Source: an optimization exercise on an open RTL-to-GDS flow (aim: small area). Production flows keep margins and buffers that such runs may drop.
Function was checked by simulation only, so behaviour that the tests miss may differ from the original.
Power figures rest on the tool's default switching activity, not on a simulated workload.

--- flow/config.mk ---
export PLATFORM = sky130hd
export DESIGN_NAME = danmaku_engine
export DESIGN_NICKNAME = danmaku_engine
export VERILOG_FILES = /design/flow/design.v
export SDC_FILE = /design/flow/constraint.sdc
export NUM_CORES = 4
export LEC_CHECK = 0
export ABC_AREA = 1
export CAP_MARGIN = 20
export CORE_MARGIN = 2
export CORE_UTILIZATION = 40
export PLACE_DENSITY = 0.6
export SLEW_MARGIN = 20
--- flow/constraint.sdc ---
create_clock -name core_clock -period 60.0 [get_ports {clk}]
set_input_delay 12.0000 -clock core_clock [delete_from_list [all_inputs] [get_ports {clk}]]
set_output_delay 12.0000 -clock core_clock [all_outputs]
set_load 0.01 [all_outputs]
--- flow/design.v ---
`timescale 1ns / 1ps
module game_state(
    input wire clk,
    input wire reset,
    input wire upd,
    input wire start_game,
    input wire game_over,
    input wire restart,
    output reg [1:0] state
    );
    localparam
        GAME_INITIAL = 2'd0,
        GAME_PLAYING = 2'd1,
        GAME_OVER    = 2'd2;
    reg [1:0] next_state;
    always @ (posedge clk) begin
        if (reset)
            state <= GAME_INITIAL;
        else if (upd)
            state <= next_state;
    end
    always @ (*) begin
        next_state = state;
        case (state)
            GAME_INITIAL: begin
                if (start_game & ~restart)
                    next_state = GAME_PLAYING;
            end
            GAME_PLAYING: begin
                if (game_over)
                    next_state = GAME_OVER;
                else if (restart)
                    next_state = GAME_INITIAL;
            end
            GAME_OVER: begin
                if (restart)
                    next_state = GAME_INITIAL;
            end
            default: ;
        endcase
    end
endmodule
`timescale 1ns / 1ps
module bird(
    input wire clk,
    input wire reset,
    input wire upd,
    input wire rst,
    input wire start,
    input wire kill,
    input wire jump,
    input wire fall,
    output reg  [8:0] y,
    output reg  [2:0] state,
    output reg  [1:0] animation_state
    );
    localparam
        BIRD_INITIAL    = 3'd0,
        BIRD_ASCENDING  = 3'd1,
        BIRD_DESCENDING = 3'd2,
        BIRD_JUMPING    = 3'd3,  
        BIRD_FALLING    = 3'd4,  
        BIRD_DYING      = 3'd5;
    localparam
        BIRD_INITIAL_Y = 180;
    reg [2:0] next_state;
    reg [4:0] animation_counter;
    reg big;
    reg [1:0] v3;
    reg [3:0] v2, v1, v0;
    wire up_st = (state == BIRD_ASCENDING) || (state == BIRD_JUMPING);
    wire down_st = (state == BIRD_DESCENDING) || (state == BIRD_FALLING);
    wire [8:0] vy = {v3, 6'd0} + {v3, 5'd0} + {5'd0, v3, 2'd0} +
                    {2'd0, v2, 3'd0} + {4'd0, v2, 1'b0} + {5'd0, v1};
    wire [9:0] s = {1'b0, y} + (up_st ? {1'b1, ~vy} : {1'b0, vy}) + {9'd0, up_st};
    wire above = big | s[9] | ((s[8:0] == 9'd0) & (v0 != 4'd0));
    wire over = big | (s > 10'd376);
    wire slow = ~big & (v3 == 2'd0) & (v2 == 4'd0) & (v1 == 4'd0) & (v0 < 4'd4);
    wire zero = (v3 == 2'd0) & (v2 == 4'd0) & (v1 == 4'd0) & (v0 == 4'd0);
    wire dn = up_st | (down_st & ~big & over);
    wire [3:0] e0 = dn ? 4'd0 : 4'd9;
    wire c0 = (v0 == e0);
    wire c1 = c0 & (v1 == e0);
    wire c2 = c1 & (v2 == e0);
    wire [3:0] p0 = c0 ? (dn ? 4'd9 : 4'd0) : (dn ? v0 - 4'd1 : v0 + 4'd1);
    wire [3:0] p1 = c0 ? (c1 ? (dn ? 4'd9 : 4'd0) : (dn ? v1 - 4'd1 : v1 + 4'd1)) : v1;
    wire [3:0] p2 = c1 ? (c2 ? (dn ? 4'd9 : 4'd0) : (dn ? v2 - 4'd1 : v2 + 4'd1)) : v2;
    wire [1:0] p3 = c2 ? (dn ? v3 - 2'd1 : v3 + 2'd1) : v3;
    wire [4:0] m0 = {1'b0, p0} - {1'b0, p1} - {4'd0, (p0 != 4'd0)};
    wire [3:0] b0 = m0[4] ? m0[3:0] + 4'd10 : m0[3:0];
    wire [4:0] m1 = {1'b0, p1} - {1'b0, p2} - {4'd0, m0[4]};
    wire [3:0] b1 = m1[4] ? m1[3:0] + 4'd10 : m1[3:0];
    wire [4:0] m2 = {1'b0, p2} - {3'b0, p3} - {4'd0, m1[4]};
    wire [3:0] b2 = m2[4] ? m2[3:0] + 4'd10 : m2[3:0];
    wire [1:0] b3 = p3 - {1'b0, m2[4]};
    reg [8:0] y_n;
    reg big_n;
    reg [13:0] v_n;
    wire [13:0] v_pm = {p3, p2, p1, p0};
    wire [13:0] v_b = {b3, b2, b1, b0};
    always @ (*) begin
        y_n = y; big_n = big; v_n = {v3, v2, v1, v0};
        case (state)
            BIRD_INITIAL: begin
                y_n = BIRD_INITIAL_Y;
                big_n = 1'b0; v_n = 14'd0;
            end
            BIRD_ASCENDING, BIRD_JUMPING: begin
                if (above) begin
                    y_n = 9'd0;
                    big_n = 1'b0; v_n = 14'd0;
                end
                else begin
                    y_n = s[8:0];
                    if (state == BIRD_JUMPING)
                        v_n = {2'd0, 4'd0, 4'd5, 4'd0};
                    else if (zero) begin
                        big_n = 1'b1; v_n = 14'd0;
                    end
                    else
                        v_n = v_pm;
                end
            end
            BIRD_DESCENDING, BIRD_FALLING: begin
                if (over) begin
                    if (big) begin
                        if (v_n == {2'd0, 4'd1, 4'd1, 4'd1}) begin
                            big_n = 1'b0; v_n = {2'd3, 4'd5, 4'd6, 4'd5};
                        end
                        else
                            v_n = v_pm;
                    end
                    else
                        v_n = v_b;
                end
                else begin
                    y_n = s[8:0];
                    if (state == BIRD_FALLING)
                        v_n = {2'd0, 4'd0, 4'd3, 4'd0};
                    else
                        v_n = v_pm;
                end
            end
            BIRD_DYING: begin
                if (over) begin
                    y_n = 9'd376;
                    big_n = 1'b0; v_n = 14'd0;
                end
                else begin
                    y_n = s[8:0];
                    v_n = v_pm;
                end
            end
            default: ;
        endcase
    end
    always @ (posedge clk) begin
        if (reset) begin
            state <= BIRD_INITIAL;
            y <= BIRD_INITIAL_Y;
            animation_counter <= 0;
            big <= 1'b0;
            {v3, v2, v1, v0} <= 14'd0;
        end
        else if (upd) begin
            state <= next_state;
            if (state < BIRD_DYING)
                animation_counter <= animation_counter + 1;
            y <= y_n;
            big <= big_n;
            {v3, v2, v1, v0} <= v_n;
        end
    end
    always @ (*) begin
        if (state == BIRD_DYING)
            animation_state = 2'd3;
        else begin
            case (animation_counter[4:3])
                2'd0: animation_state = 2'd0;
                2'd1: animation_state = 2'd1;
                2'd2: animation_state = 2'd2;
                2'd3: animation_state = 2'd1;
            endcase
        end
    end
    always @ (*) begin
        next_state = state;
        case (state)
            BIRD_INITIAL: begin
                if (start & ~rst)
                    next_state = BIRD_DESCENDING;
            end
            BIRD_ASCENDING: begin
                if (rst)
                    next_state = BIRD_INITIAL;
                else if (kill)
                    next_state = BIRD_DYING;
                else if (jump)
                    next_state = BIRD_JUMPING;
                else if (fall)
                    next_state = BIRD_FALLING;
                else if (slow)
                    next_state = BIRD_DESCENDING;
                else if (above)
                    next_state = BIRD_DESCENDING;
            end
            BIRD_DESCENDING: begin
                if (rst)
                    next_state = BIRD_INITIAL;
                else if (kill)
                    next_state = BIRD_DYING;
                else if (jump)
                    next_state = BIRD_JUMPING;
                else if (fall)
                    next_state = BIRD_FALLING;
                else if (over)
                    next_state = BIRD_ASCENDING;
            end
            BIRD_JUMPING:
                next_state = BIRD_ASCENDING;
            BIRD_FALLING:
                next_state = BIRD_DESCENDING;
            BIRD_DYING: begin
                if (rst)
                    next_state = BIRD_INITIAL;
            end
            default: ;
        endcase
    end
endmodule
`timescale 1ns / 1ps
module target(
    input wire [28:0] t,
    input wire rst,
    input wire start,
    input wire [2:0] din,
    output reg [28:0] t_next,
    output wire died2
    );
    localparam
        TARGET_INITIAL = 2'd0,
        TARGET_FLYING  = 2'd1,
        TARGET_DYING   = 2'd2;
    wire [1:0] state = t[1:0];
    wire [9:0] x = t[11:2];
    wire [8:0] y = t[20:12];
    wire shot = t[21];
    wire [6:0] vy = t[28:22];
    wire [8:0] y_data = {6'd0, din} * 9'd40 + 9'd48;
    wire on_lane = (y == 9'd48) || (y == 9'd88) || (y == 9'd128) || (y == 9'd168) ||
                   (y == 9'd208) || (y == 9'd248) || (y == 9'd288) || (y == 9'd328);
    wire x_end = (x >= 10'd990) && (x <= 10'd993);
    wire y_end = (y >= 9'd400);
    wire [8:0] y_fall = y + {5'd0, vy / 7'd10};
    assign died2 = (state != TARGET_FLYING) && (vy == 7'd1);
    reg [1:0] next_state;
    always @ (*) begin
        next_state = state;
        case (state)
            TARGET_INITIAL: begin
                if (start & ~rst)
                    next_state = TARGET_FLYING;
            end
            TARGET_FLYING: begin
                if (rst)
                    next_state = TARGET_INITIAL;
                else if (x_end || y_end || !on_lane)
                    next_state = TARGET_INITIAL;
                else if (shot)
                    next_state = TARGET_DYING;
            end
            TARGET_DYING: begin
                if (rst)
                    next_state = TARGET_INITIAL;
                else if (x_end || y_end)
                    next_state = TARGET_INITIAL;
            end
            default: ;
        endcase
    end
    always @ (*) begin
        case (state)
            TARGET_INITIAL:
                t_next = {7'd0, 1'b0, y_data, 10'd640, next_state};
            TARGET_FLYING:
                t_next = {vy, 1'b0, y, x - 10'd3, next_state};
            TARGET_DYING:
                t_next = {vy + 7'd1, 1'b0, y_fall, x - 10'd2, next_state};
            default:
                t_next = {vy, 1'b0, y, x, next_state};
        endcase
    end
endmodule
`timescale 1ns / 1ps
module bullet(
    input wire [25:0] b,
    input wire [1:0] kind,
    input wire rst,
    input wire fire,
    input wire [8:0] y_din,
    output reg [25:0] b_next
    );
    localparam
        BULLET_INITIAL = 1'b0,
        BULLET_FIRING  = 1'b1;
    wire state = b[0];
    wire [11:0] x4 = b[12:1];
    wire [12:0] y16 = b[25:13];
    wire [9:0] x = x4[11:2];
    wire [8:0] y = y16[12:4];
    wire [11:0] vx4 = (kind == 2'd1) ? 12'd20 : 12'd19;
    wire [12:0] vy16 = (kind == 2'd0) ? 13'd25 : (kind == 2'd2) ? 13'h1fe7 : 13'd0;
    reg next_state;
    always @ (*) begin
        next_state = state;
        case (state)
            BULLET_INITIAL: begin
                if (fire & ~rst)
                    next_state = BULLET_FIRING;
            end
            BULLET_FIRING: begin
                if (rst)
                    next_state = BULLET_INITIAL;
                if (x >= 640 || y >= 400)
                    next_state = BULLET_INITIAL;
            end
        endcase
    end
    always @ (*) begin
        if (state == BULLET_INITIAL)
            b_next = {y_din, 4'h0, 12'd512, next_state};
        else
            b_next = {y16 + vy16, x4 + vx4, next_state};
    end
endmodule
`timescale 1ns / 1ps
module score_counter(
    input wire clk,
    input wire reset,
    input wire clr,
    input wire inc,
    output reg [31:0] number
    );
    reg [5:0] hi;
    wire wrap = (hi == 6'd42) && (number == 32'h94967295);
    reg [31:0] nxt;
    reg carry;
    integer d;
    always @ (*) begin
        carry = 1'b1;
        for (d = 0; d < 8; d = d + 1) begin
            if (carry && number[d*4 +: 4] == 4'd9) begin
                nxt[d*4 +: 4] = 4'd0;
            end
            else begin
                nxt[d*4 +: 4] = number[d*4 +: 4] + {3'd0, carry};
                carry = 1'b0;
            end
        end
    end
    always @ (posedge clk) begin
        if (reset || clr) begin
            number <= 32'd0;
            hi <= 6'd0;
        end
        else if (inc) begin
            if (wrap) begin
                number <= 32'd0;
                hi <= 6'd0;
            end
            else begin
                number <= nxt;
                hi <= hi + {5'd0, carry};
            end
        end
    end
endmodule
`timescale 1ns / 1ps
module danmaku_engine(
    input wire clk,
    input wire rst,
    input wire tick,
    input wire key_valid,
    input wire [7:0] key_code,
    input wire [2:0] rnd,
    input wire [3:0] rd_sel,
    output wire [1:0] game_state,
    output wire [8:0] bird_y,
    output wire [2:0] bird_state,
    output wire [1:0] bird_anim,
    output wire [31:0] score_bcd,
    output reg [22:0] rd_data
    );
    localparam
        GAME_INITIAL = 2'd0,
        GAME_PLAYING = 2'd1,
        GAME_OVER    = 2'd2;
    localparam TW = 29;    
    localparam BW = 26;    
    reg [2:0] step;        
    reg fresh;             
    reg [2:0] ph6, ph7;    
    wire t_pass = tick | (step <= 3'd5);
    wire b_pass = tick | (step != 3'd7);
    wire upd    = ~tick & (step == 3'd6);
    wire sweep  = ~tick & (step == 3'd7);
    wire clear  = rst | (fresh & ~tick);
    always @ (posedge clk) begin
        if (rst) begin
            step <= 3'd7;
            fresh <= 1'b1;
            ph6 <= 3'd0;
            ph7 <= 3'd0;
        end
        else begin
            if (tick) begin
                step <= 3'd1;
                fresh <= 1'b0;
            end
            else if (step != 3'd7)
                step <= step + 3'd1;
            ph6 <= (ph6 == 3'd5) ? 3'd0 : ph6 + 3'd1;
            ph7 <= (ph7 == 3'd6) ? 3'd0 : ph7 + 3'd1;
        end
    end
    reg [2:0] rnd_q;
    reg key_q, up_q, down_q, esc_q;
    wire [2:0] rnd_f = tick ? rnd : rnd_q;
    always @ (posedge clk) begin
        rnd_q <= rnd_f;
        if (tick) begin
            key_q  <= key_valid;
            up_q   <= key_valid && (key_code == 8'h75);
            down_q <= key_valid && (key_code == 8'h72);
            esc_q  <= key_valid && (key_code == 8'h76);
        end
    end
    reg game_over;
    game_state game_state_handler (
        .clk(clk),
        .reset(rst),
        .upd(upd),
        .start_game(key_q),
        .game_over(game_over),
        .restart(esc_q),
        .state(game_state)
    );
    wire g_init = (game_state == GAME_INITIAL);
    wire g_play = (game_state == GAME_PLAYING);
    bird bird_instance (
        .clk(clk),
        .reset(rst),
        .upd(upd),
        .rst(g_init),
        .start(g_play),
        .kill(game_state == GAME_OVER),
        .jump(up_q),
        .fall(down_q),
        .y(bird_y),
        .state(bird_state),
        .animation_state(bird_anim)
    );
    reg [4:0] slow_phase;
    wire slow_level = (slow_phase < 5'd13);
    wire slow_edge = (slow_phase == 5'd24);
    reg [2:0] t_sel;       
    reg b_sel;             
    always @ (posedge clk) begin
        if (rst) begin
            slow_phase <= 0;
            t_sel <= 0;
            b_sel <= 0;
        end
        else if (upd) begin
            slow_phase <= slow_edge ? 5'd0 : slow_phase + 5'd1;
            if (slow_edge && g_play) begin
                t_sel <= (t_sel == 3'd5) ? 3'd0 : t_sel + 3'd1;
                b_sel <= ~b_sel;
            end
        end
    end
    reg [6*TW-1:0] tr;
    reg [7*BW-1:0] br;
    wire [TW-1:0] t_last = tr[6*TW-1 -: TW];
    wire [BW-1:0] b_last = br[7*BW-1 -: BW];
    wire [2:0] t_idx = 3'd5 - ph6;
    wire [2:0] b_idx = 3'd6 - ph7;
    wire [TW-1:0] t_upd;
    wire died2;
    target target_instance (
        .t(t_last),
        .rst(g_init),
        .start((t_idx == t_sel) & slow_level & g_play),
        .din(rnd_f),
        .t_next(t_upd),
        .died2(died2)
    );
    reg [1:0] busy;        
    wire b_grp = (b_idx >= 3'd3);
    wire [1:0] b_kind = (b_idx == 3'd0 || b_idx == 3'd3) ? 2'd0 :
                        (b_idx == 3'd1 || b_idx == 3'd4) ? 2'd1 : 2'd2;
    wire [BW-1:0] b_upd;
    bullet bullet_instance (
        .b(b_last),
        .kind(b_kind),
        .rst(g_init),
        .fire((b_grp == b_sel) & ~busy[b_grp] & g_play),
        .y_din(bird_y + 9'd7),
        .b_next(b_upd)
    );
    wire [9:0] tx = t_last[11:2];
    wire [8:0] ty = t_last[20:12];
    wire [9:0] bx = b_last[12:3];
    wire [8:0] by = b_last[25:17];
    wire [11:0] dx = {2'b0, bx} + 12'd3 - {2'b0, tx};
    wire [10:0] dy = {2'b0, by} + 11'd5 - {2'b0, ty};
    wire hit = b_last[0] && (dx <= 12'd32) && (dy <= 11'd26);
    wire [10:0] dby = {2'b0, bird_y} + 11'd20 - {2'b0, ty};
    wire bird_hit = (t_last[1:0] == 2'd1) &&
                    (tx >= 10'd75) && (tx <= 10'd126) && (dby <= 11'd39);
    wire b_real = (b_idx != 3'd6);
    always @ (posedge clk) begin
        if (clear) begin
            tr <= {tr[5*TW-1:0], 7'd0, 1'b0, 9'd0, 10'd640, 2'd0};
            br <= {br[6*BW-1:0], {BW{1'b0}}};
        end
        else begin
            if (t_pass)
                tr <= {tr[5*TW-1:0], t_upd};
            else
                tr <= {tr[5*TW-1:0], t_last[TW-1:22], t_last[21] | (sweep & hit), t_last[20:0]};
            if (b_pass)
                br <= {br[6*BW-1:0], b_real ? b_upd : {BW{1'b0}}};
            else
                br <= {br[6*BW-1:0], b_last};
        end
    end
    always @ (posedge clk) begin
        if (rst || upd) begin
            game_over <= 1'b0;
            busy <= 2'b00;
        end
        else if (sweep) begin
            if (bird_hit)
                game_over <= 1'b1;
            if (b_real && b_last[0])
                busy[b_grp] <= 1'b1;
        end
    end
    score_counter score_counter (
        .clk(clk),
        .reset(rst),
        .clr(t_pass & g_init),
        .inc(t_pass & died2),
        .number(score_bcd)
    );
    wire [3:0] t_sum = {1'b0, rd_sel[2:0]} + {1'b0, ph6};
    wire [2:0] t_pos = (t_sum >= 4'd6) ? t_sum[2:0] - 3'd6 : t_sum[2:0];
    wire [3:0] b_k = rd_sel - 4'd6;
    wire [3:0] b_sum = b_k + {1'b0, ph7};
    wire [2:0] b_pos = (b_sum >= 4'd7) ? b_sum[2:0] - 3'd7 : b_sum[2:0];
    wire t_on = (rd_sel < 4'd6);
    wire b_on = (rd_sel >= 4'd6) && (rd_sel < 4'd12);
    reg [5:0] t_hot;
    reg [6:0] b_hot;
    integer i;
    always @ (*) begin
        for (i = 0; i < 6; i = i + 1)
            t_hot[i] = t_on && (t_pos == i);
        for (i = 0; i < 7; i = i + 1)
            b_hot[i] = b_on && (b_pos == i);
    end
    reg [9:0] rx;
    reg [8:0] ry;
    reg [1:0] rs;
    reg [3:0] rv;
    reg rbs;
    always @ (*) begin
        rx = 10'd0; ry = 9'd0; rs = 2'd0; rv = 4'd0; rbs = 1'b0;
        for (i = 0; i < 6; i = i + 1) begin
            rx = rx | ({10{t_hot[i]}} & tr[i*TW+2 +: 10]);
            ry = ry | ({9{t_hot[i]}} & tr[i*TW+12 +: 9]);
            rs = rs | ({2{t_hot[i]}} & tr[i*TW +: 2]);
            rv = rv | ({4{t_hot[i]}} & tr[i*TW+22 +: 4]);
        end
        for (i = 0; i < 7; i = i + 1) begin
            rx = rx | ({10{b_hot[i]}} & br[i*BW+3 +: 10]);
            ry = ry | ({9{b_hot[i]}} & br[i*BW+17 +: 9]);
            rbs = rbs | (b_hot[i] & br[i*BW]);
        end
    end
    wire [4:0] t_n = 5'd0 - (rx[4:0] + {rv, 1'b0});
    wire [4:0] t_anim_cnt = {t_n[4:0], 3'd0} + {t_n[4:0], 1'b0} + t_n[4:0];
    wire [1:0] t_anim = ~t_on ? 2'd0 : (rs == 2'd2) ? 2'd3 :
                        (t_anim_cnt[4:3] == 2'd3) ? 2'd1 : t_anim_cnt[4:3];
    always @ (*)
        rd_data = {rs[1], rs[0] | rbs, t_anim, rx, ry};
endmodule
--- flow/flow/run.sh ---
#!/bin/bash
# The standard ORFS layout (standard.sh) with three changes:
#  - synthesis maps the logic with an area-oriented ABC script
#    (flow/abc_area.script, used through ABC_AREA=1); everything else in
#    synthesis, and so every register, is as in the standard synthesis;
#  - ports are buffered with buf_1 cells;
#  - the clock tree is built from clkbuf_8 cells without dummy loads.
# make's output goes to standard.log; ORFS keeps each tool's log under
# orfs/logs.
set -euo pipefail
here=$(pwd)
rm -rf "$here/scripts_mod"
cp -r "$FLOW_HOME/scripts" "$here/scripts_mod"
cp "$here/flow/abc_area.script" "$here/scripts_mod/abc_area.script"
export SCRIPTS_DIR="$here/scripts_mod"
export BUFFER_PORTS_ARGS="-buffer_cell sky130_fd_sc_hd__buf_1"
export CTS_ARGS="-sink_clustering_enable -repair_clock_nets -dont_use_dummy_load -buf_list sky130_fd_sc_hd__clkbuf_8 -root_buf sky130_fd_sc_hd__clkbuf_8 -sink_clustering_size 16 -sink_clustering_max_diameter 60"
bash standard.sh > standard.log 2>&1
--- flow/flow/abc_area.script ---
strash
&get -n
&deepsyn -T 30
&dch -f
&nf -R 1000 -p -a
&put
topo
stime -c
--- flow/standard.sh ---
#!/bin/bash
# synth_recipe.tcl (not shown) runs the flow's synth.tcl, then flattens the netlist and writes it again
# the make line also repeats each setting of config.mk as NAME=value (left out here)
make -C /OpenROAD-flow-scripts/flow DESIGN_CONFIG=/design/flow/config.mk WORK_HOME=/design/flow/orfs CLKGATE_MAP_FILE= SYNTH_SCRIPT=/design/flow/synth_recipe.tcl "${@:-finish}"
==> results of run 1 <==
-- worst max-delay path, delay by kind of cell --
family,cells,cell delay [ns]
AO/OA/AOI/OAI,6,0.83
buffers and inverters,7,0.87
AND/OR/NAND/NOR,4,1.51
adder cells (fa/ha/maj),7,2.45
XOR/XNOR,7,1.08
-- cells by family after synthesis --
kind of cell               synth area share
adders and majority gates             0.142
muxes                               0.00540
xor gates and xnor gates             0.0576
and+or+nand+nor                       0.133
DFF                                   0.472
buffers and inverters                0.0260
AOI/OAI and AO/OA                     0.164
-- power groups by stage --
stage	clock network (uW)	registers (uW)	logic, uW
global placement	0	328	64.8
finish	157	321	67.4
global route	172	322	75.0
floorplan	0	324	44.7
detailed placement	0	328	67.1
CTS	161	321	67.5
-- sequential cells by signal (all words and copies together) (netlist names), 2 cells and up --
name	cells
rnd_q	3
ph7	3
step	3
busy	2
bird_instance.animation_counter	5
bird_instance.v0	4
br	182
bird_instance.y	9
bird_instance.state	3
slow_phase	5
bird_instance.v1	4
game_state_handler.state	2
bird_instance.v3	2
score_counter.number	32
ph6	3
tr	174
score_counter.hi	6
bird_instance.v2	4
t_sel	3
-- cell usage after synthesis (5+ instances only) --
| master | n |
|---|---|
| o22ai_1 | 9 |
| nor3_1 | 56 |
| a22oi_1 | 44 |
| ha_1 | 179 |
| nand4_1 | 23 |
| nor2b_1 | 29 |
| nor3b_1 | 5 |
| nor2_1 | 127 |
| clkinv_1 | 135 |
| a31oi_1 | 10 |
| nand2_1 | 133 |
| o221ai_1 | 5 |
| or2_0 | 5 |
| a22o_1 | 35 |
| and3_1 | 28 |
| o21bai_1 | 8 |
| and4_1 | 5 |
| a21oi_1 | 91 |
| a222oi_1 | 49 |
| nor4_1 | 18 |
| dfxtp_1 | 453 |
| mux2i_1 | 6 |
| and2_0 | 12 |
| fa_1 | 26 |
| o31ai_1 | 7 |
| a211oi_1 | 7 |
| a221o_1 | 8 |
| a221oi_1 | 18 |
| xnor2_1 | 79 |
| nand3_1 | 48 |
| o21ai_0 | 83 |
| o211ai_1 | 7 |
| nand2b_1 | 24 |
| o21a_1 | 13 |
| a21o_1 | 30 |
| xor2_1 | 49 |
-- path summary, 6_finish.rpt --
| path | startpoint | end |
|---|---|---|
| max | rd_sel[1] | rd_data[20] |
| min | br[102]$_DFF_P_ | br[128]$_DFF_P_ |
| max reg2reg | bird_instance.v2[0]$_SDFFE_PP0P_ | bird_instance.v2[2]$_SDFFE_PP0P_ |
| min reg2reg | br[102]$_DFF_P_ | br[128]$_DFF_P_ |
-- layout by cell type, fill, tap and decap left out, types with 23 or more instances in the layout --
| cell | count |
|---|---|
| nand3_1 | 48 |
| and3_1 | 28 |
| nand2b_1 | 24 |
| o21ai_0 | 82 |
| xor2_1 | 49 |
| dfxtp_1 | 453 |
| buf_1 | 89 |
| nor2b_1 | 29 |
| nor2_1 | 124 |
| xnor2_1 | 79 |
| fa_1 | 26 |
| a22oi_1 | 44 |
| nor3_1 | 53 |
| a21o_1 | 30 |
| a22o_1 | 35 |
| nand2_1 | 133 |
| clkbuf_8 | 40 |
| buf_4 | 23 |
| ha_1 | 179 |
| a21oi_1 | 91 |
| clkinv_1 | 135 |
| nand4_1 | 23 |
| a222oi_1 | 49 |
-- metal layers --
metal,track usage,up-vias,part of all wire
met1,0.281,7230,0.45
li1,-,7278,-
met2,0.339,463,0.46
met5,0,-,0.00013
met4,0.0761,2,0.028
met3,0.0350,87,0.064
-- metrics by stage --
stage / total power, uW / worst slack (ns) / cell area (um^2) / hold WS, ns
after floorplan: 369 / 29.47 / 19500 / 0.310
after global placement: 392 / 29.50 / 20800 / 0.311
after detailed placement: 395 / 29.28 / 20800 / 0.312
after CTS: 549 / 29.25 / 21300 / 0.257
after global routing: 569 / 28.66 / 21300 / 0.278
final: 545 / 29.23 / 21300 / 0.264
-- final cells by class --
class | count | area [um^2] | share of cell area
tap | 615 | 769 | 0.0361
timing repair buffer | 112 | 507 | 0.0238
clock buffer | 40 | 551 | 0.0258
multi-input combinational | 1327 | 9810 | 0.460
inverter | 135 | 507 | 0.0238
sequential | 457 | 9190 | 0.431
antenna | 3 | 7.51 | 0.000352
==> results.ini, run 1 <==
[status]
status=timing/DRC/antenna clean

[worst_setup_path]
max_stage_delay_ns=0.88
reg2reg_depth=48
cp-start-kind=input pin
timing.reg2reg.setup_slack_ns=46.69
crit_top_cell=xnor2_1
cpMaxStageDelayCell=and3_1
worst-setup-path-type=in2out
endpoint_kind=output pin
worstPathMaxFanout=20
cp.required_ns=48.00
arrival_ns=18.77

[timing]
fin_crit_sh=0.513
grt_setup_unrepaired=no
slew_headroom=0.298
finalSetupViolations=0
drv_slew=0
hold_viol=0
post-route-min-period_ns=30.77
fmax_mhz=32.5
worst_slew_pin_slew_ns=1.05
tns_ns=0
fin_worst_skew_ns=0.107

[job]
max_cap_viol_count=0

[clocking]
cts_hold_buf=0
clock_sinks=457
cts_buffers=40
cts_root_buf=clkbuf_8
clk_pin_slew_ns=0.10
cts_max_level=2
cts_resized=0
clockBufferDepth=3
clock_latency_ns=0.66
postCtsSetupRepairBufs=0
cts_tree=built

[drt]
routedWlPerCell_um=19.6
first_iter_violations=1265
drt-total-wl_um=52700
drc=0
drtAntennaViolNets=0
dr.pass1.iters=7
viasPerCell=5.60
vias=15060

[power_and_ir_drop]
p_leak_uw=0.00844
comb_power_share=0.124
ir_drop_mv=0.0118
p_seq_frac=0.589
p_clk_frac=0.287
switchingPower_uw=148
powerDensity_nw_per_um2=25.6
p_int_uw=397
switching_share=0.272

[placement]
portBuffers=89
placed_cells=2646
dp_hpwl_um=39000
globalplace.congestion=0.893

[synthesis]
avgSynthCellArea_um2=10.1
yosysTopAreaCell=dfxtp_1
synth-seq-cells=457
synth-edff-count=4
syn_area_um2=19500
syn_inst=1919
async_reset_ff_frac=0
ys_types=61
yosysWarnings=6
synth.area.top_cells=dfxtp_1, ha_1, xnor2_1
yosys.area.top_type_share=0.466
yosysSeqAreaShare=0.472
ys.flop_type=dfxtp_1
synth_fp_nets=2143

[final_layout]
fin_util=0.446
area_growth_syn_to_layout_pct=9.57
fin_nets=2297
finalNonFillerCells=2689
drive_gt1_frac=0.0338
fill_cells=4601

[min_path]
hold_class=reg2reg
min_path_cells=0

[global_routing]
grt_usage=0.209
grt_max_degree=26
overflow=0
grt_pass1_vias=14973
antenna_found_initial=5
grt_pass1_wl_um=83100

[floorplanning]
dieHeight_um=225
initial_core_util=0.407
ios=90
row_count=80
dieArea_um2=50500
die_w_um=225
core_um2=47800

==> inputs of run 2 (changes only) <==
--- a/flow/flow/run.sh
+++ b/flow/flow/run.sh
@@ -3,6 +3,7 @@
 #  - synthesis maps the logic with an area-oriented ABC script
 #    (flow/abc_area.script, used through ABC_AREA=1); everything else in
 #    synthesis, and so every register, is as in the standard synthesis;
+#  - adders are left to ABC (no ADDER_MAP_FILE half/full-adder cells);
 #  - ports are buffered with buf_1 cells;
 #  - the clock tree is built from clkbuf_8 cells without dummy loads.
 # make's output goes to standard.log; ORFS keeps each tool's log under
@@ -13,6 +14,7 @@
 cp -r "$FLOW_HOME/scripts" "$here/scripts_mod"
 cp "$here/flow/abc_area.script" "$here/scripts_mod/abc_area.script"
 export SCRIPTS_DIR="$here/scripts_mod"
+export ADDER_MAP_FILE=""
 export BUFFER_PORTS_ARGS="-buffer_cell sky130_fd_sc_hd__buf_1"
 export CTS_ARGS="-sink_clustering_enable -repair_clock_nets -dont_use_dummy_load -buf_list sky130_fd_sc_hd__clkbuf_8 -root_buf sky130_fd_sc_hd__clkbuf_8 -sink_clustering_size 16 -sink_clustering_max_diameter 60"
 bash standard.sh > standard.log 2>&1
==> run 2 against run 1 <==
Compared with the run above: area after synthesis is 9.8% lower; fmax is 8.0% higher; register-to-register slack better by 2.4 ns; power is 5.9% lower; die area is 9.6% lower; setup slack better by 2.3 ns; critical path depth is 10 lower; largest power group unchanged; non-clock buffer count is 1 higher; highest routed layer is now met4.
==> results.ini, run 2 <==
[worst_setup_path]
worst-setup-path-type=in2out
arrival_ns=16.48  ; -2.29 ns
endpoint=rd_data[20]
r2r_start=bird_instance.state[0]$_SDFFE_PP0P_
cp-start-kind=input pin
worstSetupStartpoint=rd_sel[0]
worstPathMaxFanout=25  ; +25%
cp.required_ns=48.00  ; about the same
reg2reg_depth=50  ; +4.2%
timing.reg2reg.setup_slack_ns=49.06  ; +2.37 ns
endpoint_kind=output pin
r2r_end=bird_instance.v2[2]$_SDFFE_PP0P_

[timing]
slew_headroom=0.262  ; -0.0363
worst_slew_pin_slew_ns=1.09  ; +0.0406 ns
fin_crit_sh=0.475  ; -0.0382
fmax_mhz=35.1  ; +8.0%
finalSetupViolations=0  ; unchanged
tns_ns=0  ; unchanged
grt_setup_unrepaired=no
post-route-min-period_ns=28.48  ; -2.29 ns
whs_ns=0.298  ; +0.0342 ns
fin_worst_skew_ns=0.0870  ; -0.0198 ns
hold_viol=0  ; unchanged
drv_slew=0  ; unchanged

[drt]
drc=0  ; unchanged
dr.pass1.iters=7  ; unchanged
first_iter_violations=1557  ; +23%
drtAntennaViolNets=0  ; unchanged
routedWlPerCell_um=19.4  ; -1.2%
drt-total-wl_um=49600  ; -5.8%
vias=14741  ; -2.1%
viasPerCell=5.75  ; +2.7%

[power_and_ir_drop]
powerDensity_nw_per_um2=26.4  ; +3.4%
p_leak_uw=0.00692  ; -18%
ir_drop_mv=0.0124  ; +4.9%
total_power_uw=513  ; -5.9%

[global_routing]
overflow=0  ; unchanged
grt_pass1_vias=14053  ; -6.1%
grt_usage=0.216  ; +0.00710
antenna_found_initial=0  ; -5
grt_pass1_wl_um=77300  ; -7.1%
grt_max_degree=37  ; +42%

[job]
max_cap_viol_count=0  ; unchanged

[floorplanning]
ios=90  ; unchanged
dieArea_um2=45600  ; -9.6%
initial_core_util=0.407  ; about the same
dieHeight_um=214  ; -4.9%
die_w_um=214  ; -4.9%
core_um2=43200  ; -9.8%
row_count=76  ; -5.0%

[synthesis]
yosys.area_share.adder=0.00684  ; -0.135
syn_area_um2=17600  ; -9.8%
synth_compound_area_frac=0.191  ; +0.0272
ys_types=67  ; +9.8%
ys.flop_type=dfxtp_1
yosysSeqAreaShare=0.523  ; +0.0511
syn_inst=1824  ; -5.0%
synth-seq-cells=457  ; unchanged
yosysTopAreaCell=dfxtp_1
synth_top_family_by_area=simple AND/OR/NAND/NOR gates
yosys.area.top_type_share=0.516  ; +0.0504
synth_simple_gate_area_share=0.205  ; +0.0722
yosysWarnings=6  ; unchanged
muxShareOfSynthArea=0.00669  ; +0.00130
synthMostInstantiatedCell=dfxtp_1
synth_xor_area_frac=0.0618  ; +0.00424
synth-edff-count=4  ; unchanged
synth_fp_nets=1843  ; -14%
avgSynthCellArea_um2=9.63  ; -5.1%
synth.area.top_cells=dfxtp_1, xnor2_1, a21oi_1
async_reset_ff_frac=0  ; unchanged
synth_commonest_cells=dfxtp_1, nor2_1, nand2_1

[final_layout]
top_register=br
drive_gt1_frac=0.0369  ; +0.00312
final_common_cell=dfxtp_1
fill_cells=4190  ; -8.9%
area_growth_syn_to_layout_pct=10.5
top_regs=br (182), tr (174), score_counter.number (32)
seqCellArea_um2=9190  ; unchanged
layout_common_cells=dfxtp_1, nor2_1, nand2_1
fin_nets=1998  ; -13%
antenna_cells=0  ; -3
largest_register_ffs=182  ; unchanged
multiInputGateArea_um2=8340  ; -15%

[placement]
dp_hpwl_um=34500  ; -11%
globalplace.congestion=0.865  ; -3.1%
portBuffers=89  ; unchanged

[min_path]
hold_class=reg2reg
hp-start=br[138]$_DFF_P_

[clocking]
cts_resized=0  ; unchanged
postCtsSetupRepairBufs=0  ; unchanged
clockBufferDepth=3  ; unchanged
cts_tree=built
cts_max_level=2  ; unchanged
cts_hold_buf=0  ; unchanged
cts_root_buf=clkbuf_8
clock_sinks=457  ; unchanged
cts_buffers=40  ; unchanged
clk_pin_slew_ns=0.09  ; about the same
clock_latency_ns=0.64  ; -0.02 ns

[status]
status=timing/DRC/antenna clean

[run 2: changes by cell type in the layout (fill, tap and decap cells not counted), sizes merged, moves of 22 or more]
cell / previous run / this run
ha: 179 / 0
clkinv: 135 / 23
a21oi: 91 / 129
nor2: 127 / 159
nand2b: 24 / 52
fa: 26 / 0
a21o: 30 / 7
o21ai: 83 / 105
[run 2: metal layers]
layer / track usage / vias to the layer above / wire length (um)
met5: 0 / - / 0
met4: 0.0951 / 0 / 1980
met3: 0.0523 / 115 / 4070
met2: 0.338 / 533 / 21900
met1: 0.284 / 7005 / 21700
li1: - / 7088 / -
[run 2: layout make-up]
| type | count | area share |
|---|---|---|
| Sequential cell | 457 | 0.473 |
| Timing Repair Buffer | 113 | 0.0265 |
| Multi-Input combinational cell | 1344 | 0.430 |
| Inverter | 23 | 0.00445 |
| Clock buffer | 40 | 0.0284 |
| Tap cell | 585 | 0.0377 |
[run 2: report_power, final]
part / switching [uW] / internal (uW)
clock network: 95.7 / 59.6
registers: 7.58 / 311
logic: 25.8 / 13.2
total: 129 / 384
[run 2: how the worst min path moves through the flow]
stage,cells past startpoint,to
after CTS,0,tr[45]$_DFF_P_
after global placement,0,br[92]$_DFF_P_
after global routing,0,tr[45]$_DFF_P_
after detailed placement,0,br[94]$_DFF_P_
final,0,br[164]$_DFF_P_
after floorplan,0,br[105]$_DFF_P_
[run 2: cells by family (layout without fill, tap and decap cells)]
kind of cell	Yosys count	after routing
adder cells (fa/ha/maj)	12	12
flip-flops	457	457
AND/OR/NAND/NOR	708	708
AO/OA/AOI/OAI	494	494
XOR/XNOR	119	119
buffers and inverters	23	176
multiplexers	11	11
[run 2: worst max-delay path: stages]
cell and delay [ns]:
buf_1 0.25, a21oi_1 0.20, or3b_1 0.40, nand2_1 0.07
o21ai_0 0.07, nor2_1 0.22, nor3_2 0.08, buf_4 0.28
a22o_1 0.28, a221o_1 0.26, a221oi_1 0.21, nand3_1 0.18
or4_1 0.62, nor2b_1 0.19, o21ai_0 0.08, o21ai_0 0.11
a21oi_1 0.15, xnor2_1 0.13, or3_1 0.36, a31oi_1 0.17
buf_1 0.17
[run 2: through the flow]
stage	cell area, um^2	util	setup slack (ns)	cells
floorplan	17600	-	31.81	1824
global placement	18900	0.437	31.67	2522
detailed placement	18900	0.437	31.55	2522
CTS	19400	0.450	31.53	2562
global route	19400	0.450	31.13	2562
finish	19400	0.450	31.52	2562
==> inputs of run 3 (changes only) <==
--- a/flow/design.v
+++ b/flow/design.v
@@ -50,6 +50,8 @@
     input wire kill,
     input wire jump,
     input wire fall,
+    input wire [17:0] slot,        
+    output wire [17:0] slot_next,
     output reg  [8:0] y,
     output reg  [2:0] state,
     output reg  [1:0] animation_state
@@ -64,10 +66,13 @@
     localparam
         BIRD_INITIAL_Y = 180;
     reg [2:0] next_state;
-    reg [4:0] animation_counter;
-    reg big;
-    reg [1:0] v3;
-    reg [3:0] v2, v1, v0;
+    reg [1:0] anim_hi;         
+    wire [4:0] animation_counter = {anim_hi, slot[17:15]};
+    wire big = slot[14];
+    wire [1:0] v3 = slot[13:12];
+    wire [3:0] v2 = slot[11:8];
+    wire [3:0] v1 = slot[7:4];
+    wire [3:0] v0 = slot[3:0];
     wire up_st = (state == BIRD_ASCENDING) || (state == BIRD_JUMPING);
     wire down_st = (state == BIRD_DESCENDING) || (state == BIRD_FALLING);
     wire [8:0] vy = {v3, 6'd0} + {v3, 5'd0} + {5'd0, v3, 2'd0} +
@@ -77,7 +82,7 @@
     wire over = big | (s > 10'd376);
     wire slow = ~big & (v3 == 2'd0) & (v2 == 4'd0) & (v1 == 4'd0) & (v0 < 4'd4);
     wire zero = (v3 == 2'd0) & (v2 == 4'd0) & (v1 == 4'd0) & (v0 == 4'd0);
-    wire dn = up_st | (down_st & ~big & over);
+    wire dn = up_st;
     wire [3:0] e0 = dn ? 4'd0 : 4'd9;
     wire c0 = (v0 == e0);
     wire c1 = c0 & (v1 == e0);
@@ -86,13 +91,13 @@
     wire [3:0] p1 = c0 ? (c1 ? (dn ? 4'd9 : 4'd0) : (dn ? v1 - 4'd1 : v1 + 4'd1)) : v1;
     wire [3:0] p2 = c1 ? (c2 ? (dn ? 4'd9 : 4'd0) : (dn ? v2 - 4'd1 : v2 + 4'd1)) : v2;
     wire [1:0] p3 = c2 ? (dn ? v3 - 2'd1 : v3 + 2'd1) : v3;
-    wire [4:0] m0 = {1'b0, p0} - {1'b0, p1} - {4'd0, (p0 != 4'd0)};
+    wire [4:0] m0 = {1'b0, v0} - {1'b0, v1} - ((v0 >= 4'd2) ? 5'd2 : 5'd1);
     wire [3:0] b0 = m0[4] ? m0[3:0] + 4'd10 : m0[3:0];
-    wire [4:0] m1 = {1'b0, p1} - {1'b0, p2} - {4'd0, m0[4]};
+    wire [4:0] m1 = {1'b0, v1} - {1'b0, v2} - {4'd0, m0[4]};
     wire [3:0] b1 = m1[4] ? m1[3:0] + 4'd10 : m1[3:0];
-    wire [4:0] m2 = {1'b0, p2} - {3'b0, p3} - {4'd0, m1[4]};
+    wire [4:0] m2 = {1'b0, v2} - {3'b0, v3} - {4'd0, m1[4]};
     wire [3:0] b2 = m2[4] ? m2[3:0] + 4'd10 : m2[3:0];
-    wire [1:0] b3 = p3 - {1'b0, m2[4]};
+    wire [1:0] b3 = v3 - {1'b0, m2[4]};
     reg [8:0] y_n;
     reg big_n;
     reg [13:0] v_n;
@@ -154,21 +159,18 @@
             default: ;
         endcase
     end
+    wire [4:0] anim_next = (state < BIRD_DYING) ? animation_counter + 5'd1 : animation_counter;
+    assign slot_next = {anim_next[2:0], big_n, v_n};
     always @ (posedge clk) begin
         if (reset) begin
             state <= BIRD_INITIAL;
             y <= BIRD_INITIAL_Y;
-            animation_counter <= 0;
-            big <= 1'b0;
-            {v3, v2, v1, v0} <= 14'd0;
+            anim_hi <= 2'd0;
         end
         else if (upd) begin
             state <= next_state;
-            if (state < BIRD_DYING)
-                animation_counter <= animation_counter + 1;
+            anim_hi <= anim_next[4:3];
             y <= y_n;
-            big <= big_n;
-            {v3, v2, v1, v0} <= v_n;
         end
     end
     always @ (*) begin
@@ -397,45 +399,49 @@
         GAME_OVER    = 2'd2;
     localparam TW = 29;    
     localparam BW = 26;    
-    reg [2:0] step;        
+    reg [3:0] step;        
     reg fresh;             
     reg [2:0] ph6, ph7;    
-    wire t_pass = tick | (step <= 3'd5);
-    wire b_pass = tick | (step != 3'd7);
-    wire upd    = ~tick & (step == 3'd6);
-    wire sweep  = ~tick & (step == 3'd7);
+    wire t_pass = tick | (step <= 4'd5);
+    wire b_pass = tick | (step <= 4'd6);
+    wire sweep  = ~tick & (step >= 4'd14);
     wire clear  = rst | (fresh & ~tick);
     always @ (posedge clk) begin
         if (rst) begin
-            step <= 3'd7;
+            step <= 4'd15;
             fresh <= 1'b1;
             ph6 <= 3'd0;
             ph7 <= 3'd0;
         end
         else begin
             if (tick) begin
-                step <= 3'd1;
+                step <= 4'd1;
                 fresh <= 1'b0;
             end
-            else if (step != 3'd7)
-                step <= step + 3'd1;
+            else if (step != 4'd15)
+                step <= step + 4'd1;
             ph6 <= (ph6 == 3'd5) ? 3'd0 : ph6 + 3'd1;
             ph7 <= (ph7 == 3'd6) ? 3'd0 : ph7 + 3'd1;
         end
     end
     reg [2:0] rnd_q;
-    reg key_q, up_q, down_q, esc_q;
+    reg key_q;
+    reg [1:0] code_q;      
     wire [2:0] rnd_f = tick ? rnd : rnd_q;
     always @ (posedge clk) begin
         rnd_q <= rnd_f;
         if (tick) begin
             key_q  <= key_valid;
-            up_q   <= key_valid && (key_code == 8'h75);
-            down_q <= key_valid && (key_code == 8'h72);
-            esc_q  <= key_valid && (key_code == 8'h76);
+            code_q <= (key_code == 8'h75) ? 2'd1 : (key_code == 8'h72) ? 2'd2 :
+                      (key_code == 8'h76) ? 2'd3 : 2'd0;
         end
     end
+    wire up_q   = key_q && (code_q == 2'd1);
+    wire down_q = key_q && (code_q == 2'd2);
+    wire esc_q  = key_q && (code_q == 2'd3);
     reg game_over;
+    wire [2:0] b_idx;
+    wire upd = ~tick & (step >= 4'd7) & (step <= 4'd13) & (b_idx == 3'd6);
     game_state game_state_handler (
         .clk(clk),
         .reset(rst),
@@ -447,6 +453,8 @@
     );
     wire g_init = (game_state == GAME_INITIAL);
     wire g_play = (game_state == GAME_PLAYING);
+    wire [BW-1:0] b_last;
+    wire [17:0] bird_slot;
     bird bird_instance (
         .clk(clk),
         .reset(rst),
@@ -456,23 +464,26 @@
         .kill(game_state == GAME_OVER),
         .jump(up_q),
         .fall(down_q),
+        .slot(b_last[17:0]),
+        .slot_next(bird_slot),
         .y(bird_y),
         .state(bird_state),
         .animation_state(bird_anim)
     );
-    reg [4:0] slow_phase;
-    wire slow_level = (slow_phase < 5'd13);
+    wire [4:0] slow_phase = b_last[22:18];
     wire slow_edge = (slow_phase == 5'd24);
+    wire [4:0] slow_next = slow_edge ? 5'd0 : slow_phase + 5'd1;
+    reg slow_level;        
     reg [2:0] t_sel;       
     reg b_sel;             
     always @ (posedge clk) begin
         if (rst) begin
-            slow_phase <= 0;
+            slow_level <= 1'b1;
             t_sel <= 0;
             b_sel <= 0;
         end
         else if (upd) begin
-            slow_phase <= slow_edge ? 5'd0 : slow_phase + 5'd1;
+            slow_level <= (slow_next < 5'd13);
             if (slow_edge && g_play) begin
                 t_sel <= (t_sel == 3'd5) ? 3'd0 : t_sel + 3'd1;
                 b_sel <= ~b_sel;
@@ -482,9 +493,9 @@
     reg [6*TW-1:0] tr;
     reg [7*BW-1:0] br;
     wire [TW-1:0] t_last = tr[6*TW-1 -: TW];
-    wire [BW-1:0] b_last = br[7*BW-1 -: BW];
+    assign b_last = br[7*BW-1 -: BW];
     wire [2:0] t_idx = 3'd5 - ph6;
-    wire [2:0] b_idx = 3'd6 - ph7;
+    assign b_idx = 3'd6 - ph7;
     wire [TW-1:0] t_upd;
     wire died2;
     target target_instance (
@@ -508,17 +519,17 @@
         .y_din(bird_y + 9'd7),
         .b_next(b_upd)
     );
+    wire b_real = (b_idx != 3'd6);
     wire [9:0] tx = t_last[11:2];
     wire [8:0] ty = t_last[20:12];
     wire [9:0] bx = b_last[12:3];
     wire [8:0] by = b_last[25:17];
     wire [11:0] dx = {2'b0, bx} + 12'd3 - {2'b0, tx};
     wire [10:0] dy = {2'b0, by} + 11'd5 - {2'b0, ty};
-    wire hit = b_last[0] && (dx <= 12'd32) && (dy <= 11'd26);
+    wire hit = b_real && b_last[0] && (dx <= 12'd32) && (dy <= 11'd26);
     wire [10:0] dby = {2'b0, bird_y} + 11'd20 - {2'b0, ty};
     wire bird_hit = (t_last[1:0] == 2'd1) &&
                     (tx >= 10'd75) && (tx <= 10'd126) && (dby <= 11'd39);
-    wire b_real = (b_idx != 3'd6);
     always @ (posedge clk) begin
         if (clear) begin
             tr <= {tr[5*TW-1:0], 7'd0, 1'b0, 9'd0, 10'd640, 2'd0};
@@ -529,8 +540,10 @@
                 tr <= {tr[5*TW-1:0], t_upd};
             else
                 tr <= {tr[5*TW-1:0], t_last[TW-1:22], t_last[21] | (sweep & hit), t_last[20:0]};
-            if (b_pass)
-                br <= {br[6*BW-1:0], b_real ? b_upd : {BW{1'b0}}};
+            if (b_pass && b_real)
+                br <= {br[6*BW-1:0], b_upd};
+            else if (upd)
+                br <= {br[6*BW-1:0], 3'd0, slow_next, bird_slot};
             else
                 br <= {br[6*BW-1:0], b_last};
         end
--- a/flow/flow/run.sh
+++ b/flow/flow/run.sh
@@ -1,5 +1,5 @@
 #!/bin/bash
-# The standard ORFS layout (standard.sh) with three changes:
+# The standard ORFS layout (standard.sh) with these changes:
 #  - synthesis maps the logic with an area-oriented ABC script
 #    (flow/abc_area.script, used through ABC_AREA=1); everything else in
 #    synthesis, and so every register, is as in the standard synthesis;
--- a/flow/config.mk
+++ b/flow/config.mk
@@ -6,8 +6,9 @@
 export NUM_CORES = 4
 export LEC_CHECK = 0
 export ABC_AREA = 1
-export CAP_MARGIN = 20
+export CAP_MARGIN = 0
 export CORE_MARGIN = 2
 export CORE_UTILIZATION = 40
+export GPL_TIMING_DRIVEN = 0
 export PLACE_DENSITY = 0.6
-export SLEW_MARGIN = 20
+export SLEW_MARGIN = 0
==> run 3 against run 2 <==
Compared with the run above: clock skew is 0.0086 ns lower; largest cell class unchanged; clock power is 6% lower; setup slack worse by 0.050 ns; still clean on timing, DRC and antenna; combinational power is 110% higher; first-iteration DRC count is 5.7% lower; cell area is 3.2% lower.
==> results.ini, run 3 <==
[timing]
fmax_mhz=35.1  ; -0.17%
post-route-min-period_ns=28.53  ; +0.0496 ns
slew_headroom=0.214  ; -0.0478
grt_setup_unrepaired=no
fin_worst_skew_ns=0.0784  ; -0.00863 ns
worst_slew_pin_slew_ns=1.18  ; +0.0856 ns
fin_crit_sh=0.475  ; +0.000827
drv_slew=0  ; unchanged
hold_viol=0  ; unchanged
finalSetupViolations=0  ; unchanged
tns_ns=0  ; unchanged
timing.final.ws_setup_ns=31.47  ; -0.0496 ns

[global_routing]
grt_pass1_vias=13943  ; -0.78%
grt_usage=0.231  ; +0.0144
antenna_found_initial=0  ; unchanged
grt_max_degree=36  ; -2.7%
overflow=0  ; unchanged
grt_pass1_wl_um=80000  ; +3.6%

[floorplanning]
row_count=75  ; -1.3%
ios=90  ; unchanged
core_um2=42000  ; -2.6%
dieArea_um2=44300  ; -2.9%
die_w_um=210  ; -1.5%
dieHeight_um=210  ; -1.5%
initial_core_util=0.406  ; -0.00137

[clocking]
clock_sinks=435  ; -4.8%
cts_tree=built
cts_resized=0  ; unchanged
cts_max_level=2  ; unchanged
postCtsSetupRepairBufs=0  ; unchanged
clk_pin_slew_ns=0.09  ; about the same
clock_latency_ns=0.62  ; -0.02 ns
cts_hold_buf=0  ; unchanged
cts_buffers=37  ; -7.5%
clockBufferDepth=3  ; unchanged
cts_root_buf=clkbuf_8

[final_layout]
final_common_cell=dfxtp_1
area_growth_syn_to_layout_pct=10.2
multiInputGateArea_um2=8280  ; -0.72%
fill_cells=4055  ; -3.2%
finalNonFillerCells=2495  ; -2.6%
drive_gt1_frac=0.0322  ; -0.00472
layout_common_cells=dfxtp_1, nand2_1, nor2_1
largest_register_ffs=182  ; unchanged
top_register=br
fin_nets=1977  ; -1.1%
seqCellArea_um2=8740  ; -4.9%
antenna_cells=0  ; unchanged
top_regs=br (182), tr (174), score_counter.number (32)

[drt]
routedWlPerCell_um=20.7  ; +7.0%
dr.pass1.iters=6  ; -1
drt-met1-wl_um=23800  ; +9.7%
viasPerCell=5.94  ; +3.2%
routed-wl-met3_um=3810  ; -6.2%
drtAntennaViolNets=0  ; unchanged
routed.top_layer=met4
drc=0  ; unchanged
first_iter_violations=1469  ; -5.7%
met2_length_um=22500  ; +3.0%
drt-total-wl_um=51700  ; +4.2%
vias=14809  ; +0.46%

[synthesis]
synth-seq-cells=435  ; -4.8%
synth-edff-count=3  ; -1
synth_commonest_cells=dfxtp_1, nand2_1, nor2_1
yosysWarnings=6  ; unchanged
yosys.area.top_type_share=0.507  ; -0.00898
ys.flop_type=dfxtp_1
avgSynthCellArea_um2=9.37  ; -2.7%
ys_types=66  ; -1.5%
async_reset_ff_frac=0  ; unchanged
synth_fp_nets=1839  ; -0.22%
yosysSeqAreaShare=0.512  ; -0.0105
syn_inst=1820  ; -0.22%
synthMostInstantiatedCell=dfxtp_1
yosysTopAreaCell=dfxtp_1
synth.area.top_cells=dfxtp_1, xnor2_1, nand2_1
syn_area_um2=17100  ; -2.9%

[worst_setup_path]
path_cells=buf_1, nand2_1, xor2_1, o21ai_0, a21oi_1, nand2_1, nor2_4, a222oi_1, nand2_1, a221oi_1, nand3_1, o21a_1, nor2_1, a211oi_1, nand2_1, mux2i_1, a221oi_1, nor2b_1, buf_1
worst-setup-path-type=in2out
cp_top_family=simple AND/OR/NAND/NOR gates
cpMaxStageDelayCell=nor2_4
arrival_ns=16.53  ; +0.05 ns
worstPathMaxFanout=25  ; unchanged
path_buf_inv=2  ; -1
endpoint_kind=output pin
max_stage_delay_ns=0.85  ; +0.23 ns
cp-start-kind=input pin
crit_top_cell=nand2_1
cp.required_ns=48.00  ; about the same

[placement]
placed_cells=2458  ; -2.5%
dp_hpwl_um=36300  ; +5.0%
portBuffers=89  ; unchanged
globalplace.congestion=0.914  ; +5.6%
pre_cts_ws_ns=31.54  ; -0.0132 ns

[status]
status=timing/DRC/antenna clean

[power_and_ir_drop]
ir_drop_mv=0.0151  ; +22%
p_leak_uw=0.00668  ; -3.4%
powerDensity_nw_per_um2=29.1  ; +10%

[min_path]
hold_class=reg2reg

[job]
max_cap_viol_count=0  ; unchanged

[run 3: cell types whose count changed after synthesis, moves of 7 or more]
cell	delta
o32ai_1	+7
xnor2_1	+14
a222oi_1	-8
nand2_1	+23
and3_1	-12
a221oi_1	+14
nand2b_1	-15
nor2_1	+11
nor3_1	+7
nand3_1	-9
a211oi_1	+12
dfxtp_1	-21
[run 3: cell families after synthesis]
logic type / Yosys count / share of synthesized area
buf+inv: 29 / 0.00638
xor+xnor: 134 / 0.0688
compound gates: 515 / 0.206
fa+ha+maj: 7 / 0.00411
mux: 8 / 0.00484
simple gates: 692 / 0.197
flops: 435 / 0.512
[run 3: area by class of cell]
type / count / area share
Tap cell: 539 / 0.0359
Sequential cell: 435 / 0.465
Clock buffer: 37 / 0.0271
Timing Repair Buffer: 99 / 0.0255
Inverter: 29 / 0.00579
Multi-Input combinational cell: 1356 / 0.441
[run 3: per-layer routing]
metal  GRT usage  vias to the layer above
met5           0                        -
met2       0.355                      564
li1            -                     7020
met1       0.327                     7133
met3      0.0352                       92
met4      0.0850                        0
[run 3: final timing paths]
path,slack [ns],endpoint,start,cells past startpoint
max,31.47,rd_data[20],rd_sel[0],19
min,0.30,br[132]$_DFF_P_,br[106]$_DFF_P_,0
max reg2reg,51.82,br[7]$_SDFF_PP0_,bird_instance.state[0]$_SDFFE_PP0P_,25
min reg2reg,0.30,br[132]$_DFF_P_,br[106]$_DFF_P_,0
[run 3: report_power, final]
group / switching [uW] / internal [uW] / leakage (uW)
clock network: 90.7 / 55.4 / 0.000266
registers: 16.9 / 304 / 0.00354
logic: 51.2 / 29.0 / 0.00288
[run 3: stage by stage]
step                      total power (uW)   util  hold WS (ns)  instance area (um^2)
after floorplan                        375      -         0.310                 17100
after global placement                 402  0.430         0.311                 18100
after detailed placement               406  0.435         0.312                 18300
after CTS                              550  0.447         0.306                 18800
after global routing                   572  0.447         0.297                 18800
final                                  547  0.447         0.300                 18800
==> inputs of run 4 (changes only) <==
--- a/flow/config.mk
+++ b/flow/config.mk
@@ -6,9 +6,9 @@
 export NUM_CORES = 4
 export LEC_CHECK = 0
 export ABC_AREA = 1
-export CAP_MARGIN = 0
+export CAP_MARGIN = 20
 export CORE_MARGIN = 2
 export CORE_UTILIZATION = 40
 export GPL_TIMING_DRIVEN = 0
 export PLACE_DENSITY = 0.6
-export SLEW_MARGIN = 0
+export SLEW_MARGIN = 20
==> run 4 against run 3 <==
Compared with the run above: critical path depth is 3 higher; critical path type unchanged; utilization up 0.57 points; cell area rose by 1.3%; still clean; sequential cell count is the same; global-route usage about the same.
==> results.ini, run 4 <==
[worst_setup_path]
max_stage_delay_ns=0.53  ; -0.32 ns
arrival_ns=16.54  ; about the same
cpMaxStageDelayCell=or3_1
path_buf_inv=3  ; +1
cp.required_ns=48.00  ; about the same
worstPathMaxFanout=22  ; -12%
cp_top_family=compound AO/OA/AOI/OAI gates
path_cells=buf_1, nor2_1, nand2b_1, o41ai_1, a31oi_1, o21ai_0, nand2b_1, nor2_4, buf_16, a222oi_1, nand2_1, a221oi_1, nand3_1, or3_1, a21oi_1, o22ai_1, a211oi_1, nand2_1, mux2i_1, a221oi_1, nor2b_1, buf_1
cp-start-kind=input pin
worst-setup-path-type=in2out
endpoint_kind=output pin

[synthesis]
yosysTopAreaCell=dfxtp_1
ys_types=66  ; unchanged
synth.area.top_cells=dfxtp_1, xnor2_1, nand2_1
synthMostInstantiatedCell=dfxtp_1
muxShareOfSynthArea=0.00484  ; unchanged
synth-seq-cells=435  ; unchanged
async_reset_ff_frac=0  ; unchanged
syn_area_um2=17100  ; unchanged
yosysSeqAreaShare=0.512  ; unchanged
synth_xor_area_frac=0.0688  ; unchanged
synth_commonest_cells=dfxtp_1, nand2_1, nor2_1
synth_simple_gate_area_share=0.197  ; unchanged
ys.flop_type=dfxtp_1
yosysWarnings=6  ; unchanged
yosys.area_share.adder=0.00411  ; unchanged
avgSynthCellArea_um2=9.37  ; unchanged
synth-edff-count=3  ; unchanged
yosys.area.top_type_share=0.507  ; unchanged
syn_inst=1820  ; unchanged
synth_fp_nets=1839  ; unchanged
synth_compound_area_frac=0.206  ; unchanged
synth_top_family_by_area=compound AO/OA/AOI/OAI gates

[floorplanning]
initial_core_util=0.406  ; unchanged
core_um2=42000  ; unchanged
ios=90  ; unchanged
die_w_um=210  ; unchanged
dieArea_um2=44300  ; unchanged
row_count=75  ; unchanged
dieHeight_um=210  ; unchanged

[power_and_ir_drop]
ir_drop_mv=0.0236  ; +56%
p_leak_uw=0.00677  ; +1.4%
total_power_uw=550  ; +0.62%
powerDensity_nw_per_um2=28.9  ; -0.66%

[drt]
routedWlPerCell_um=20.7  ; about the same
viasPerCell=5.90  ; -0.57%
dr.pass1.iters=8  ; +2
drt-total-wl_um=51800  ; +0.29%
first_iter_violations=1382  ; -5.9%
drtAntennaViolNets=0  ; unchanged
vias=14778  ; -0.21%
drc=0  ; unchanged

[timing]
worst_slew_pin_slew_ns=1.10  ; -0.0799 ns
tns_ns=0  ; unchanged
finalSetupViolations=0  ; unchanged
drv_slew=0  ; unchanged
fin_worst_skew_ns=0.100  ; +0.0218 ns
slew_headroom=0.260  ; +0.0465
grt_setup_unrepaired=no
fin_crit_sh=0.476  ; about the same
hold_viol=0  ; unchanged
fmax_mhz=35.0  ; about the same
post-route-min-period_ns=28.54  ; +0.0184 ns

[global_routing]
grt_pass1_vias=13874  ; -0.49%
grt_pass1_wl_um=79700  ; -0.43%
antenna_found_initial=0  ; unchanged
grt_max_degree=36  ; unchanged
grt_usage=0.231  ; +0.000438
overflow=0  ; unchanged

[clocking]
clk_pin_slew_ns=0.08  ; about the same
clock_latency_ns=0.62  ; about the same
clock_sinks=435  ; unchanged
cts_root_buf=clkbuf_8
cts_buffers=38  ; +2.7%
cts_max_level=2  ; unchanged
cts_tree=built
cts_hold_buf=0  ; unchanged
clockBufferDepth=3  ; unchanged
cts_resized=0  ; unchanged
postCtsSetupRepairBufs=0  ; unchanged

[placement]
dp_hpwl_um=36600  ; +1.0%
globalplace.congestion=0.914  ; unchanged
placed_cells=2466  ; +0.33%
portBuffers=89  ; unchanged

[final_layout]
area_growth_syn_to_layout_pct=11.6
final_common_cell=dfxtp_1
largest_register_ffs=182  ; unchanged
top_register=br
layout_common_cells=dfxtp_1, nand2_1, nor2_1
finalNonFillerCells=2504  ; +0.36%
fill_cells=4106  ; +1.3%
fin_nets=1986  ; +0.46%
top_regs=br (182), tr (174), score_counter.number (32)
drive_gt1_frac=0.0377  ; +0.00545
antenna_cells=0  ; unchanged

[min_path]
hold_class=reg2reg

[status]
status=timing/DRC/antenna clean

[job]
max_cap_viol_count=0  ; unchanged

[run 4: cell counts after synthesis]
Identical to the previous run, type by type.
[run 4: worst paths after layout]
| check | startpoint | to | slack, ns | cells after the start |
|---|---|---|---|---|
| max | rd_sel[1] | rd_data[20] | 31.46 | 22 |
| min | br[65]$_DFF_P_ | br[91]$_DFF_P_ | 0.27 | 0 |
| max reg2reg | br[164]$_DFF_P_ | br[7]$_SDFF_PP0_ | 52.19 | 24 |
| min reg2reg | br[65]$_DFF_P_ | br[91]$_DFF_P_ | 0.27 | 0 |
[run 4: cells by family (layout without fill, tap and decap cells)]
group / count (synthesis) / count (layout)
flops: 435 / 435
fa+ha+maj: 7 / 7
mux: 8 / 8
simple gates: 692 / 692
compound gates: 515 / 515
xor+xnor: 134 / 134
buf+inv: 29 / 174
[run 4: cell type report]
class / count / area, um^2 / share of cell area
flip-flops and latches: 435 / 8740 / 0.459
multi-input cells: 1356 / 8310 / 0.437
well taps: 539 / 674 / 0.0354
repair buffers: 107 / 669 / 0.0352
clock buffers: 38 / 523 / 0.0275
inverters: 29 / 109 / 0.00572
[run 4: stage by stage]
stage	setup slack (ns)	hold WS, ns	utilization	instance area [um^2]
finish	31.46	0.267	0.453	19000
global route	31.07	0.281	0.453	19000
CTS	31.46	0.267	0.453	19000
detailed placement	31.47	0.312	0.440	18500
global placement	29.45	0.311	0.430	18100
floorplan	32.31	0.310	-	17100
[run 4: power by group]
| part | leakage, uW | internal (uW) | switching (uW) |
|---|---|---|---|
| registers | 0.00354 | 304 | 17.0 |
| logic | 0.00296 | 30.7 | 52.2 |
| clock network | 0.000273 | 56.7 | 89.9 |
| total | 0.00677 | 391 | 159 |
[run 4: metal layers]
metal | global-route usage | vias up | part of all wire
met3 | 0.0450 | 101 | 0.076
li1 | - | 7040 | -
met4 | 0.0801 | 0 | 0.030
met1 | 0.320 | 7086 | 0.45
met2 | 0.360 | 551 | 0.44
met5 | 0 | - | 0
==> inputs of run 5 (changes only) <==
--- a/flow/config.mk
+++ b/flow/config.mk
@@ -9,6 +9,5 @@
 export CAP_MARGIN = 20
 export CORE_MARGIN = 2
 export CORE_UTILIZATION = 40
-export GPL_TIMING_DRIVEN = 0
 export PLACE_DENSITY = 0.6
 export SLEW_MARGIN = 20
==> run 5 against run 4 <==
Compared with the run above: still clean on timing, DRC and antenna; first-iteration DRC count grew 21%; cell area shrank 0.99%; via count grew 1.1%; global-route usage grew 0.54 points; critical path type unchanged.
==> results.ini, run 5 <==
[worst_setup_path]
r2r_start=bird_instance.state[0]$_SDFFE_PP0P_
cp.required_ns=48.00  ; about the same
cp-start-kind=input pin
arrival_ns=16.50  ; -0.04 ns
worst-setup-path-type=in2out
timing.reg2reg.setup_slack_ns=52.42  ; +0.23 ns
worstPathMaxFanout=25  ; +14%

[placement]
portBuffers=89  ; unchanged
dp_hpwl_um=37100  ; +1.3%
globalplace.congestion=0.937  ; +2.5%

[clocking]
clockBufferDepth=3  ; unchanged
cts_buffers=36  ; -5.3%
cts_root_buf=clkbuf_8
clock_sinks=435  ; unchanged
clock_latency_ns=0.61  ; about the same
clk_pin_slew_ns=0.09  ; about the same
cts_resized=0  ; unchanged
cts_tree=built
postCtsSetupRepairBufs=0  ; unchanged

[final_layout]
largest_register_ffs=182  ; unchanged
fin_util=0.448  ; -0.00446
top_regs=br (182), tr (174), score_counter.number (32)
fill_cells=4136  ; +0.73%
top_register=br
final_common_cell=dfxtp_1
drive_gt1_frac=0.0394  ; +0.00175
area_growth_syn_to_layout_pct=10.5
finalNonFillerCells=2518  ; +0.56%
fin_nets=2000  ; +0.70%

[timing]
fmax_mhz=35.1  ; +0.16%
worst_slew_pin_slew_ns=0.978  ; -0.121 ns
drv_slew=0  ; unchanged
fin_worst_skew_ns=0.0574  ; -0.0428 ns
slew_headroom=0.348  ; +0.0876
grt_setup_unrepaired=no
post-route-min-period_ns=28.50  ; -0.0465 ns
fin_crit_sh=0.475  ; -0.000775
finalSetupViolations=0  ; unchanged

[drt]
routedWlPerCell_um=21.1  ; +1.8%
viasPerCell=5.93  ; +0.51%
vias=14937  ; +1.1%
routed-wl-met3_um=3750  ; -5.0%
drt-met1-wl_um=24700  ; +4.7%
drc=0  ; unchanged
first_iter_violations=1669  ; +21%
drtAntennaViolNets=0  ; unchanged
routed.top_layer=met4
dr.pass1.iters=7  ; -1

[min_path]
min_path_cells=0  ; unchanged
hold_class=reg2reg

[synthesis]
yosysSeqAreaShare=0.512  ; unchanged
async_reset_ff_frac=0  ; unchanged
synth.area.top_cells=dfxtp_1, xnor2_1, nand2_1
yosysWarnings=6  ; unchanged
syn_inst=1820  ; unchanged
syn_area_um2=17100  ; unchanged
ys.flop_type=dfxtp_1
synthMostInstantiatedCell=dfxtp_1
synth-edff-count=3  ; unchanged
avgSynthCellArea_um2=9.37  ; unchanged

[power_and_ir_drop]
ir_drop_mv=0.0134  ; -43%
powerDensity_nw_per_um2=29.1  ; +0.49%
p_leak_uw=0.00677  ; about the same

[job]
max_cap_viol_count=0  ; unchanged

[floorplanning]
die_w_um=210  ; unchanged
core_um2=42000  ; unchanged

[global_routing]
grt_pass1_wl_um=81500  ; +2.3%
grt_pass1_vias=14147  ; +2.0%
grt_usage=0.236  ; +0.00539
grt_max_degree=36  ; unchanged

[status]
status=timing/DRC/antenna clean

-- run 5: cell counts after synthesis --
No cell type changed its count.
-- run 5: worst max-delay path by stage --
stage / to / slack, ns / cells past startpoint
final: rd_data[20] / 31.50 / 21
after global routing: rd_data[20] / 30.98 / 21
after CTS: rd_data[20] / 31.56 / 21
after detailed placement: rd_data[20] / 31.56 / 21
after global placement: rd_data[20] / 31.80 / 21
after floorplan: rd_data[20] / 32.31 / 17
-- run 5: cell type report --
class                           count  area (um^2)  share of cell area
Timing Repair Buffer              123          593              0.0315
Tap cell                          539          674              0.0358
Inverter                           29          109             0.00578
Multi-Input combinational cell   1356         8230               0.437
Sequential cell                   435         8740               0.464
Clock buffer                       36          495              0.0263
-- run 5: layer usage --
| layer | GRT usage | vias to the layer above |
|---|---|---|
| met5 | 0 | - |
| met4 | 0.0821 | 0 |
| met3 | 0.0311 | 92 |
| met2 | 0.367 | 610 |
| met1 | 0.338 | 7174 |
| li1 | - | 7061 |
-- run 5: critical path, stage by stage --
cell and delay, ns:
buf_1 0.27, nand2_1 0.21, o41ai_1 0.39, a31oi_1 0.08, o21ai_0 0.12, nand2b_1 0.21, nor2_2 0.06, buf_4 0.26
a222oi_1 0.40, nand2_1 0.08, a221oi_1 0.23, nand3_1 0.22, or3_1 0.49, a21oi_1 0.20, o22ai_1 0.12, a211oi_1 0.45
nand2_1 0.10, mux2i_1 0.20, a221oi_1 0.10, nor2b_1 0.12, buf_1 0.17
-- run 5: kinds of logic (layout without fill, tap and decap cells) --
family / after synthesis / after routing / synth area share
and+or+nand+nor: 692 / 692 / 0.197
DFF: 435 / 435 / 0.512
xor gates and xnor gates: 134 / 134 / 0.0688
buffers and inverters: 29 / 188 / 0.00638
AOI/OAI and AO/OA: 515 / 515 / 0.206
muxes: 8 / 8 / 0.00484
adders and majority gates: 7 / 7 / 0.00411
-- run 5: through the flow --
stage	setup WS (ns)	hold WS, ns	area [um^2]
floorplan	32.31	0.310	17100
global placement	31.80	0.311	18300
detailed placement	31.56	0.312	18300
CTS	31.56	0.309	18800
global route	30.98	0.321	18800
finish	31.50	0.313	18800
-- run 5: where the power goes --
part           switching, uW  internal [uW]  total [uW]  leakage, uW
registers               16.0            304         320      0.00354
logic                   53.0           29.5        82.5      0.00298
clock network           91.3           54.0         145     0.000259
total                    160            387         548      0.00677

Setup slack of run 5, layout unchanged: 31.503 ns with ideal ports, 31.466 ns with driving cells assumed (clock clkbuf_16, inputs buf_2), 31.466 ns with port delays also shifted by the 0.639 ns mid clock arrival.
